This is an optimization exercise on Yosys and OpenROAD, whose aim is small area, not a production implementation. RTL that was checked went through simulation tests only; none was proved equivalent to the original. Power is estimated from default activity; no workload was simulated.

==> module conv_window, before the edit <==
module conv_window #(
    parameter DATA_WIDTH = 16,
    parameter IMG_WIDTH  = 64
)(
    input  wire                  clk,
    input  wire                  rst_n,
    input  wire [DATA_WIDTH-1:0] pixel_in,
    input  wire                  valid_in,
    output wire [DATA_WIDTH-1:0] w00, w01, w02,
    output wire [DATA_WIDTH-1:0] w10, w11, w12,
    output wire [DATA_WIDTH-1:0] w20, w21, w22,
    output wire                  valid_out
);
    localparam RING = 8;
    wire                  shift, rotate;
    wire [DATA_WIDTH-1:0] ring_in;
    sliding_window #(
        .DATA_WIDTH(DATA_WIDTH),
        .IMG_WIDTH (IMG_WIDTH),
        .RING      (RING)
    ) u_sw (
        .clk      (clk),
        .rst_n    (rst_n),
        .pixel_in (pixel_in),
        .valid_in (valid_in),
        .shift    (shift),
        .rotate   (rotate),
        .ring_in  (ring_in),
        .valid_out(valid_out)
    );
    line_buffer #(
        .DATA_WIDTH(DATA_WIDTH),
        .IMG_WIDTH (IMG_WIDTH),
        .RING      (RING)
    ) u_lb (
        .clk      (clk),
        .shift    (shift),
        .rotate   (rotate),
        .ring_in  (ring_in),
        .w00(w00), .w01(w01), .w02(w02),
        .w10(w10), .w11(w11), .w12(w12),
        .w20(w20), .w21(w21), .w22(w22)
    );
endmodule
export LEC_CHECK = 0
export CAP_MARGIN = 30
export CORE_MARGIN = 2
export CORE_UTILIZATION = 70
export SLEW_MARGIN = 30
create_clock -name core_clock -period 7.0 [get_ports {clk}]
standard.sh (not shown) runs the stock make flow with config.mk's settings and CLKGATE_MAP_FILE= SYNTH_SCRIPT=/design/flow/synth_recipe.tcl, a recipe that flattens the netlist after the stock synthesis.
==> flow/flow/run.sh <==
#!/bin/bash
# Standard layout, with two changes: port buffers use the smallest buffer,
# and clock tree synthesis gets explicit clustering and no dummy loads.
set -euo pipefail
export BUFFER_PORTS_ARGS="-buffer_cell sky130_fd_sc_hd__buf_1"
export CTS_ARGS="-sink_clustering_enable -repair_clock_nets -sink_clustering_size 12 -sink_clustering_max_diameter 35 -buf_list sky130_fd_sc_hd__clkbuf_4 -dont_use_dummy_load"

bash standard.sh finish > standard.log 2>&1
Change:
--- a/flow/design.v
+++ b/flow/design.v
@@ -147,11 +147,11 @@
     output wire [DATA_WIDTH-1:0] w00, w01, w02,
     output wire [DATA_WIDTH-1:0] w10, w11, w12,
     output wire [DATA_WIDTH-1:0] w20, w21, w22,
     output wire                  valid_out
 );
-    localparam RING = 8;
+    localparam RING = 5;
     wire                  shift, rotate;
     wire [DATA_WIDTH-1:0] ring_in;
     sliding_window #(
         .DATA_WIDTH(DATA_WIDTH),
         .IMG_WIDTH (IMG_WIDTH),
Total power shrinks by a few percent.
First-iteration DRC count is lower by roughly a tenth.
Core utilization fell by 0.28 points.
Non-clock buffer count is higher by 2.
Hold slack is worse by 0.013 ns.
Clock-buffer cell count fell by 2.
Combinational power rose by roughly a tenth.
Fmax came out lower by a little under a tenth.
Clock skew barely changes.
Wire length stays flat.
Register-to-register slack loses 0.25 ns.
Clock power is lower slightly.
No functional check of the RTL was part of any run of this note.


The RTL this note starts from:
==> flow/design.v <==
`timescale 1ns / 1ps
module line_buffer #(
    parameter DATA_WIDTH = 16,
    parameter IMG_WIDTH  = 64,
    parameter RING       = 8
)(
    input  wire                  clk,
    input  wire                  shift,
    input  wire                  rotate,
    input  wire [DATA_WIDTH-1:0] ring_in,
    output wire [DATA_WIDTH-1:0] w00, w01, w02,
    output wire [DATA_WIDTH-1:0] w10, w11, w12,
    output wire [DATA_WIDTH-1:0] w20, w21, w22
);
    localparam DEPTH = 2*IMG_WIDTH + 2;
    reg [DATA_WIDTH-1:0] last;     
    function automatic integer ring_len(input integer start);
        integer d;
        begin
            ring_len = 1;
            for (d = 1; d <= RING; d = d + 1)
                if (RING % d == 0 && d <= DEPTH - start)
                    ring_len = d;
        end
    endfunction
    function automatic integer ring_first(input integer k);
        integer s;
        begin
            ring_first = 0;
            for (s = 0; s <= k; s = s + ring_len(s))
                ring_first = s;
        end
    endfunction
    function automatic integer ring_last(input integer k);
        ring_last = ring_first(k) + ring_len(ring_first(k)) - 1;
    endfunction
    genvar k;
    generate
        for (k = 0; k < DEPTH; k = k + 1) begin : pos
            localparam integer FIRST = ring_first(k);
            localparam integer LAST  = ring_last(k);
            reg [DATA_WIDTH-1:0] sr;
            if (k == 0) begin : head0
                always @(posedge clk)
                    sr <= ({DATA_WIDTH{shift}}  & ring_in)
                        | ({DATA_WIDTH{rotate}} & pos[LAST].sr);
            end else if (k == FIRST) begin : head
                always @(posedge clk)
                    sr <= ({DATA_WIDTH{shift}}  & pos[k-1].sr)
                        | ({DATA_WIDTH{rotate}} & pos[LAST].sr);
            end else begin : body
                always @(posedge clk)
                    sr <= pos[k-1].sr;
            end
        end
    endgenerate
    always @(posedge clk)
        last <= pos[DEPTH-1].sr;
    assign w22 = pos[0].sr;
    assign w21 = pos[1].sr;
    assign w20 = pos[2].sr;
    assign w12 = pos[IMG_WIDTH].sr;
    assign w11 = pos[IMG_WIDTH+1].sr;
    assign w10 = pos[IMG_WIDTH+2].sr;
    assign w02 = pos[2*IMG_WIDTH].sr;
    assign w01 = pos[2*IMG_WIDTH+1].sr;
    assign w00 = last;
endmodule
`timescale 1ns / 1ps
module sliding_window #(
    parameter DATA_WIDTH = 16,
    parameter IMG_WIDTH  = 64,
    parameter RING       = 8
)(
    input  wire                  clk,
    input  wire                  rst_n,
    input  wire [DATA_WIDTH-1:0] pixel_in,
    input  wire                  valid_in,
    output wire                  shift,
    output wire                  rotate,
    output reg  [DATA_WIDTH-1:0] ring_in,
    output reg                   valid_out
);
    localparam DLY   = RING - 1;
    localparam FIRST = 2*IMG_WIDTH + 2;       
    localparam RW    = $clog2(RING);
    reg [DATA_WIDTH-1:0] dly [0:DLY-1];
    reg [DLY-1:0]        pend;
    reg [RW-1:0]         rot;
    reg [RW-1:0]         rot_b;                
    reg [7:0]            cnt;                  
    wire                 full = (cnt == FIRST);
    reg          any_pend;
    reg [DLY-1:0] take;                        
    integer j;
    always @(*) begin
        any_pend = 1'b0;
        take     = {DLY{1'b0}};
        ring_in  = pixel_in;
        for (j = 0; j < DLY; j = j + 1)
            if (pend[j]) begin
                any_pend = 1'b1;
                take     = {DLY{1'b0}};
                take[j]  = 1'b1;
                ring_in  = dly[j];
            end
    end
    wire   avail  = any_pend || valid_in;
    assign shift  = (rot == 0) && avail;
    assign rotate = (rot_b != 0) || !avail;   
    wire   take_in = shift && !any_pend;       
    always @(posedge clk) begin
        dly[0] <= pixel_in;
        for (j = 1; j < DLY; j = j + 1)
            dly[j] <= dly[j-1];
    end
    always @(posedge clk or negedge rst_n) begin
        if (!rst_n) begin
            pend      <= 0;
            rot       <= 0;
            rot_b     <= 0;
            cnt       <= 0;
            valid_out <= 0;
        end else begin
            pend[0] <= valid_in && !take_in;
            for (j = 1; j < DLY; j = j + 1)
                pend[j] <= pend[j-1] && !(shift && take[j-1]);
            if (!shift)
                rot <= (rot == RING-1) ? {RW{1'b0}} : rot + 1'b1;
            if (rotate)
                rot_b <= (rot_b == RING-1) ? {RW{1'b0}} : rot_b + 1'b1;
            if (shift && !full)
                cnt <= cnt + 1'b1;
            valid_out <= shift && full;
        end
    end
endmodule
`timescale 1ns / 1ps
module conv_window #(
    parameter DATA_WIDTH = 16,
    parameter IMG_WIDTH  = 64
)(
    input  wire                  clk,
    input  wire                  rst_n,
    input  wire [DATA_WIDTH-1:0] pixel_in,
    input  wire                  valid_in,
    output wire [DATA_WIDTH-1:0] w00, w01, w02,
    output wire [DATA_WIDTH-1:0] w10, w11, w12,
    output wire [DATA_WIDTH-1:0] w20, w21, w22,
    output wire                  valid_out
);
    localparam RING = 4;
    wire                  shift, rotate;
    wire [DATA_WIDTH-1:0] ring_in;
    sliding_window #(
        .DATA_WIDTH(DATA_WIDTH),
        .IMG_WIDTH (IMG_WIDTH),
        .RING      (RING)
    ) u_sw (
        .clk      (clk),
        .rst_n    (rst_n),
        .pixel_in (pixel_in),
        .valid_in (valid_in),
        .shift    (shift),
        .rotate   (rotate),
        .ring_in  (ring_in),
        .valid_out(valid_out)
    );
    line_buffer #(
        .DATA_WIDTH(DATA_WIDTH),
        .IMG_WIDTH (IMG_WIDTH),
        .RING      (RING)
    ) u_lb (
        .clk      (clk),
        .shift    (shift),
        .rotate   (rotate),
        .ring_in  (ring_in),
        .w00(w00), .w01(w01), .w02(w02),
        .w10(w10), .w11(w11), .w12(w12),
        .w20(w20), .w21(w21), .w22(w22)
    );
endmodule
export LEC_CHECK = 0
export CAP_MARGIN = 30
export CORE_MARGIN = 2
export CORE_UTILIZATION = 70
export SLEW_MARGIN = 30
create_clock -name core_clock -period 7.0 [get_ports {clk}]
Scripts as last shown in full above: flow/flow/run.sh
Edit:
--- a/flow/design.v
+++ b/flow/design.v
@@ -149,7 +149,7 @@
     output wire [DATA_WIDTH-1:0] w20, w21, w22,
     output wire                  valid_out
 );
-    localparam RING = 4;
+    localparam RING = 6;
     wire                  shift, rotate;
     wire [DATA_WIDTH-1:0] ring_in;
     sliding_window #(
The new run completed without violations.
Design area came out lower slightly.
Sequential cell count rose by 36.
Routed wire length fell by a few percent.
Total power fell slightly.
Worst setup slack improved by 0.18 ns.
Cell count falls by a few percent.
For the first run of this note, only the layout was checked, not whether the RTL still works.


conv_window, a different RTL version from the one above (not shown whole).
Size: ~2,800 cells after synthesis, ~2,200 flip-flops, about 0.049 mm² of cells after synthesis.
==> module sliding_window, before the edit <==
module sliding_window #(
    parameter DATA_WIDTH = 16,
    parameter IMG_WIDTH  = 64,
    parameter RING       = 8
)(
    input  wire                  clk,
    input  wire                  rst_n,
    input  wire [DATA_WIDTH-1:0] pixel_in,
    input  wire                  valid_in,
    output wire                  shift,
    output wire                  rotate,
    output reg  [DATA_WIDTH-1:0] ring_in,
    output reg                   valid_out
);
    localparam DLY   = RING - 1;
    localparam FIRST = 2*IMG_WIDTH + 2;       
    localparam RW    = $clog2(RING);
    reg [DATA_WIDTH-1:0] dly [0:DLY-1];
    reg [DLY-1:0]        pend;
    reg [RW-1:0]         rot;
    reg [RW-1:0]         rot_b;                
    reg [7:0]            cnt;                  
    wire                 full = (cnt == FIRST);
    reg  [DLY-1:0] sel;
    reg            none;
    wire           any_pend = !none;
    integer j;
    always @(*) begin
        ring_in = {DATA_WIDTH{none}} & pixel_in;
        for (j = 0; j < DLY; j = j + 1)
            ring_in = ring_in | ({DATA_WIDTH{sel[j]}} & dly[j]);
    end
    wire   avail  = any_pend || valid_in;
    assign shift  = (rot == 0) && avail;
    assign rotate = (rot_b != 0) || !avail;   
    wire   take_in = shift && !any_pend;       
    reg [DLY-1:0] pend_nx, sel_nx;
    always @(*) begin
        pend_nx[0] = valid_in && !take_in;
        for (j = 1; j < DLY; j = j + 1)
            pend_nx[j] = pend[j-1] && !(shift && sel[j-1]);
        sel_nx = {DLY{1'b0}};
        for (j = 0; j < DLY; j = j + 1)
            if (pend_nx[j]) begin
                sel_nx    = {DLY{1'b0}};
                sel_nx[j] = 1'b1;
            end
    end
    always @(posedge clk) begin
        dly[0] <= pixel_in;
        for (j = 1; j < DLY; j = j + 1)
            dly[j] <= dly[j-1];
    end
    always @(posedge clk or negedge rst_n) begin
        if (!rst_n) begin
            pend      <= 0;
            sel       <= 0;
            none      <= 1'b1;
            rot       <= 0;
            rot_b     <= 0;
            cnt       <= 0;
            valid_out <= 0;
        end else begin
            pend <= pend_nx;
            sel  <= sel_nx;
            none <= !(|pend_nx);
            if (!shift)
                rot <= (rot == RING-1) ? {RW{1'b0}} : rot + 1'b1;
            if (rotate)
                rot_b <= (rot_b == RING-1) ? {RW{1'b0}} : rot_b + 1'b1;
            if (shift && !full)
                cnt <= cnt + 1'b1;
            valid_out <= shift && full;
        end
    end
endmodule
==> flow/config.mk <==
export PLATFORM = sky130hd
export DESIGN_NAME = conv_window
export DESIGN_NICKNAME = conv_window
export VERILOG_FILES = /design/flow/design.v
export SDC_FILE = /design/flow/constraint.sdc
export NUM_CORES = 8
export LEC_CHECK = 0
export CAP_MARGIN = 30
export CORE_MARGIN = 2
export CORE_UTILIZATION = 70
export SLEW_MARGIN = 30
==> flow/constraint.sdc <==
create_clock -name core_clock -period 7.0 [get_ports {clk}]
set_input_delay 1.4000 -clock core_clock [delete_from_list [all_inputs] [get_ports {clk}]]
set_output_delay 1.4000 -clock core_clock [all_outputs]
set_load 0.01 [all_outputs]
Scripts as last shown in full above: flow/flow/run.sh
Change:
--- a/flow/design.v
+++ b/flow/design.v
@@ -83,38 +83,34 @@
 );
     localparam DLY   = RING - 1;
     localparam FIRST = 2*IMG_WIDTH + 2;       
-    localparam RW    = $clog2(RING);
+    localparam JW    = RING / 2;              
     reg [DATA_WIDTH-1:0] dly [0:DLY-1];
     reg [DLY-1:0]        pend;
-    reg [RW-1:0]         rot;
-    reg [RW-1:0]         rot_b;                
+    reg [JW-1:0]         rot;
+    reg [JW-1:0]         rot_b;                
+    wire                 rot_0   = !rot[JW-1]   && !rot[0];
+    wire                 rot_b_0 = !rot_b[JW-1] && !rot_b[0];
     reg [7:0]            cnt;                  
     wire                 full = (cnt == FIRST);
-    reg  [DLY-1:0] sel;
-    reg            none;
-    wire           any_pend = !none;
+    reg          any_pend;
+    reg [DLY-1:0] take;                        
     integer j;
     always @(*) begin
-        ring_in = {DATA_WIDTH{none}} & pixel_in;
+        any_pend = 1'b0;
+        take     = {DLY{1'b0}};
+        ring_in  = pixel_in;
         for (j = 0; j < DLY; j = j + 1)
-            ring_in = ring_in | ({DATA_WIDTH{sel[j]}} & dly[j]);
+            if (pend[j]) begin
+                any_pend = 1'b1;
+                take     = {DLY{1'b0}};
+                take[j]  = 1'b1;
+                ring_in  = dly[j];
+            end
     end
     wire   avail  = any_pend || valid_in;
-    assign shift  = (rot == 0) && avail;
-    assign rotate = (rot_b != 0) || !avail;   
+    assign shift  = rot_0 && avail;
+    assign rotate = !rot_b_0 || !avail;       
     wire   take_in = shift && !any_pend;       
-    reg [DLY-1:0] pend_nx, sel_nx;
-    always @(*) begin
-        pend_nx[0] = valid_in && !take_in;
-        for (j = 1; j < DLY; j = j + 1)
-            pend_nx[j] = pend[j-1] && !(shift && sel[j-1]);
-        sel_nx = {DLY{1'b0}};
-        for (j = 0; j < DLY; j = j + 1)
-            if (pend_nx[j]) begin
-                sel_nx    = {DLY{1'b0}};
-                sel_nx[j] = 1'b1;
-            end
-    end
     always @(posedge clk) begin
         dly[0] <= pixel_in;
         for (j = 1; j < DLY; j = j + 1)
@@ -123,20 +119,18 @@
     always @(posedge clk or negedge rst_n) begin
         if (!rst_n) begin
             pend      <= 0;
-            sel       <= 0;
-            none      <= 1'b1;
             rot       <= 0;
             rot_b     <= 0;
             cnt       <= 0;
             valid_out <= 0;
         end else begin
-            pend <= pend_nx;
-            sel  <= sel_nx;
-            none <= !(|pend_nx);
+            pend[0] <= valid_in && !take_in;
+            for (j = 1; j < DLY; j = j + 1)
+                pend[j] <= pend[j-1] && !(shift && take[j-1]);
             if (!shift)
-                rot <= (rot == RING-1) ? {RW{1'b0}} : rot + 1'b1;
+                rot <= {rot[JW-2:0], !rot[JW-1]};
             if (rotate)
-                rot_b <= (rot_b == RING-1) ? {RW{1'b0}} : rot_b + 1'b1;
+                rot_b <= {rot_b[JW-2:0], !rot_b[JW-1]};
             if (shift && !full)
                 cnt <= cnt + 1'b1;
             valid_out <= shift && full;
Cell count stays flat.
Total power increases by 4.6%.
Setup slack degrades by 0.18 ns.
Sequential share of layout area decreases by 0.40 points.
Synthesized cell count hardly moves.
Maximum frequency decreases by 5.4%.
Hold slack improves by 0.014 ns.
Final area stays flat.
Register-to-register slack degrades by 0.18 ns.
Non-clock buffer count increases by 4.
Routed wire length decreases by 2.6%.
Die area increases by 1.0%.
Global-route usage decreases by 0.72 points.
Only the layout flow was run in the second run of this note; the RTL was not checked for function there.

## port drivers added, routing unchanged
How much do the figures lean on ideal ports? The routed layouts below were timed once more, with nothing changed but the port constraints. Step 1 assumes that a clkbuf_16 drives the clock port and a buf_2 every other input. Step 2 adds t to the input delays and takes it off the output delays; t is the mean of the earliest and latest rising clock arrival at the registers after step 1. Input paths then give back, and output paths get back, about the clock's delay inside the block. Three values: ideal, step 1, step 2; two values: the first two.
run | t (ns) | setup WS [ns] | hold WS [ns] | worst setup path at the end
the first run of note 1 | 1.084 | 3.795 / 3.783 / 3.331 | 0.260 / 0.260 / 0.260 | input to register
the second run of note 1 | 1.053 | 3.547 / 3.547 / 2.907 | 0.247 / 0.247 / 0.247 | input to register
the first run of note 2 | 1.057 | 3.739 / 3.739 / 2.986 | 0.253 / 0.253 / 0.253 | input to register
the second run of note 2 | 1.073 | 3.914 / 3.850 / 3.340 | 0.261 / 0.246 / 0.261 | input to register
the first run of note 3 | 1.075 | 3.786 / 3.786 / 3.163 | 0.249 / 0.249 / 0.249 | input to register
the second run of note 3 | 1.058 | 3.604 / 3.604 / 3.383 | 0.263 / 0.263 / 0.263 | input to register
After both steps every run listed still meets setup and hold. The setup slack of the first run of note 2, which loses most, moves by 0.000 ns with the drivers and by -0.753 ns with both steps.
